From an optimization exercise on the open Yosys and OpenROAD flow, aimed at small area and a short achievable clock period; shortcuts taken in it are not production practice.
Only simulation tests tie the RTL to the original design; equivalence was not proved.
Power figures rest on the tool's default switching activity, not on a simulated workload.

// top
module top(clk,reset,data,valid,ready,result);
    input clk,reset;
    input [9:0]data;
    input valid;
    output ready;
    output [8:0]result;
    reg  [9:0] buf_q [0:8];
    reg  [3:0] wptr;             
    reg  [3:0] pptr;             
    reg        took;             
    reg        dv;               
    reg        w2, w3;           
    reg        done_d, rdy;
    reg  [3:0] x, y, z;
    reg  [1:0] kind;             
    reg  [8:0] res;
    function [3:0] inc9;
        input [3:0] p;
        case (p)
            4'd0: inc9 = 4'd1;
            4'd1: inc9 = 4'd2;
            4'd2: inc9 = 4'd3;
            4'd3: inc9 = 4'd4;
            4'd4: inc9 = 4'd5;
            4'd5: inc9 = 4'd6;
            4'd6: inc9 = 4'd7;
            4'd7: inc9 = 4'd8;
            default: inc9 = 4'd0;
        endcase
    endfunction
    function [3:0] inc9x2;
        input [3:0] p;
        case (p)
            4'd0: inc9x2 = 4'd2;
            4'd1: inc9x2 = 4'd3;
            4'd2: inc9x2 = 4'd4;
  ...
Size: about 23 I/O pins.
Settings: LEC_CHECK=0, CAP_MARGIN=20, CORE_MARGIN=2, CORE_UTILIZATION=40, PLACE_DENSITY=0.6, SLEW_MARGIN=20; clock period 14.0 ns.
standard.sh (not shown) runs the stock make flow with config.mk's settings and CLKGATE_MAP_FILE= SYNTH_SCRIPT=/design/flow/synth_recipe.tcl, a recipe that flattens the netlist after the stock synthesis.
==> flow/flow/run.sh <==
#!/bin/bash
# Standard layout with faster port buffers and a lighter clock tree.
set -uo pipefail
export BUFFER_PORTS_ARGS="-buffer_cell sky130_fd_sc_hd__buf_2"
export CTS_ARGS="-sink_clustering_enable -repair_clock_nets -dont_use_dummy_load -buf_list sky130_fd_sc_hd__clkbuf_8 -sink_clustering_size 30 -sink_clustering_max_diameter 100"
bash standard.sh > standard.log 2>&1
Next try:
==> flow/run.sh (new file) <==
#!/bin/bash
# synth_recipe.tcl (not shown) runs the flow's synth.tcl, then flattens the netlist and writes it again
# the make line also repeats each setting of config.mk as NAME=value (left out here)
make -C /OpenROAD-flow-scripts/flow DESIGN_CONFIG=/design/flow/config.mk WORK_HOME=/design/flow/orfs CLKGATE_MAP_FILE= SYNTH_SCRIPT=/design/flow/synth_recipe.tcl finish
- CTS_BUF_LIST: default -> sky130_fd_sc_hd__clkbuf_8
- CTS_CLUSTER_DIAMETER: default -> 200
- CTS_CLUSTER_SIZE: default -> 40
removed: flow/flow/run.sh
removed: flow/standard.sh
Routed wire length goes up by about 4%.
Fmax falls by about 9%.
Sequential power drops by about 2%.
Clock power is higher by about 30%.
Non-clock buffer count rose by 1.
Final area increases by about 4%.
Worst hold slack degrades by 5.9 ps.
Via count came out higher by 0.95%.
Synthesized cell count is unchanged.
Next try:
- CTS_BUF_LIST: sky130_fd_sc_hd__clkbuf_8 -> sky130_fd_sc_hd__clkbuf_4
- CTS_CLUSTER_DIAMETER: 200 -> default
- CTS_CLUSTER_SIZE: 40 -> 20
Utilization drops by 0.73 points.
Clock skew climbs by 5.9 ps.
Hold slack improves by 7.7 ps.
Total power drops by 3.2%.
Next try:
==> flow/flow/run.sh (new file) <==
#!/bin/bash
# Standard layout with faster port buffers, a lighter clock tree, and the
# resizer's setup repair aimed well below the clock period.
set -uo pipefail
export BUFFER_PORTS_ARGS="-buffer_cell sky130_fd_sc_hd__buf_2"
export CTS_ARGS="-sink_clustering_enable -repair_clock_nets -dont_use_dummy_load -buf_list sky130_fd_sc_hd__clkbuf_8 -sink_clustering_size 30 -sink_clustering_max_diameter 100"
export SETUP_SLACK_MARGIN=10.4
bash standard.sh > standard.log 2>&1
==> flow/standard.sh (new file) <==
#!/bin/bash
# synth_recipe.tcl (not shown) runs the flow's synth.tcl, then flattens the netlist and writes it again
# the make line also repeats each setting of config.mk as NAME=value (left out here)
make -C /OpenROAD-flow-scripts/flow DESIGN_CONFIG=/design/flow/config.mk WORK_HOME=/design/flow/orfs CLKGATE_MAP_FILE= SYNTH_SCRIPT=/design/flow/synth_recipe.tcl "${@:-finish}"
- CTS_BUF_LIST: sky130_fd_sc_hd__clkbuf_4 -> default
- CTS_CLUSTER_SIZE: 20 -> default
removed: flow/run.sh
Effect: The new run went through all stages and came out clean. Final cell count drops by 2.3%. Clock power went down by about 4%. Sequential share of layout area grows by 1.0 points. Sequential cell count stays the same. Via count fell by 0.44%. Clock-buffer cell count does not change. Power drops by 1.4%. Routed wire length is lower by 3.2%. Design area decreases by 1.7%.

[what the ideal ports hide]
The results above use ideal ports. As a check the final layouts listed here were re-extracted and re-timed, cells and wires unchanged. Step 1 (the two cells are an assumption about what drives the block):
set clk [get_ports {clk}]
set_driving_cell -lib_cell sky130_fd_sc_hd__clkbuf_16 $clk
set_driving_cell -lib_cell sky130_fd_sc_hd__buf_2 [delete_from_list [all_inputs] $clk]
Step 2, shift: input delay + t, output delay - t, t = (earliest + latest rising clock arrival at the registers) / 2. This alone moves slack from input paths to output paths. Three values: ideal, step 1, step 2; two values: the first two.
run | t (ns) | setup WS [ns] | cell pins on the clock port's net
the first run | 0.466 | 10.286 / 10.250 / 10.325 | 1
the second run | 0.473 | 9.920 / 9.885 / 10.128 | 1
the third run | 0.585 | 9.779 / 9.747 / 10.135 | 1
the fourth run | 0.465 | 10.286 / 10.251 / 10.459 | 1
After both steps setup and hold are still met in every run listed.
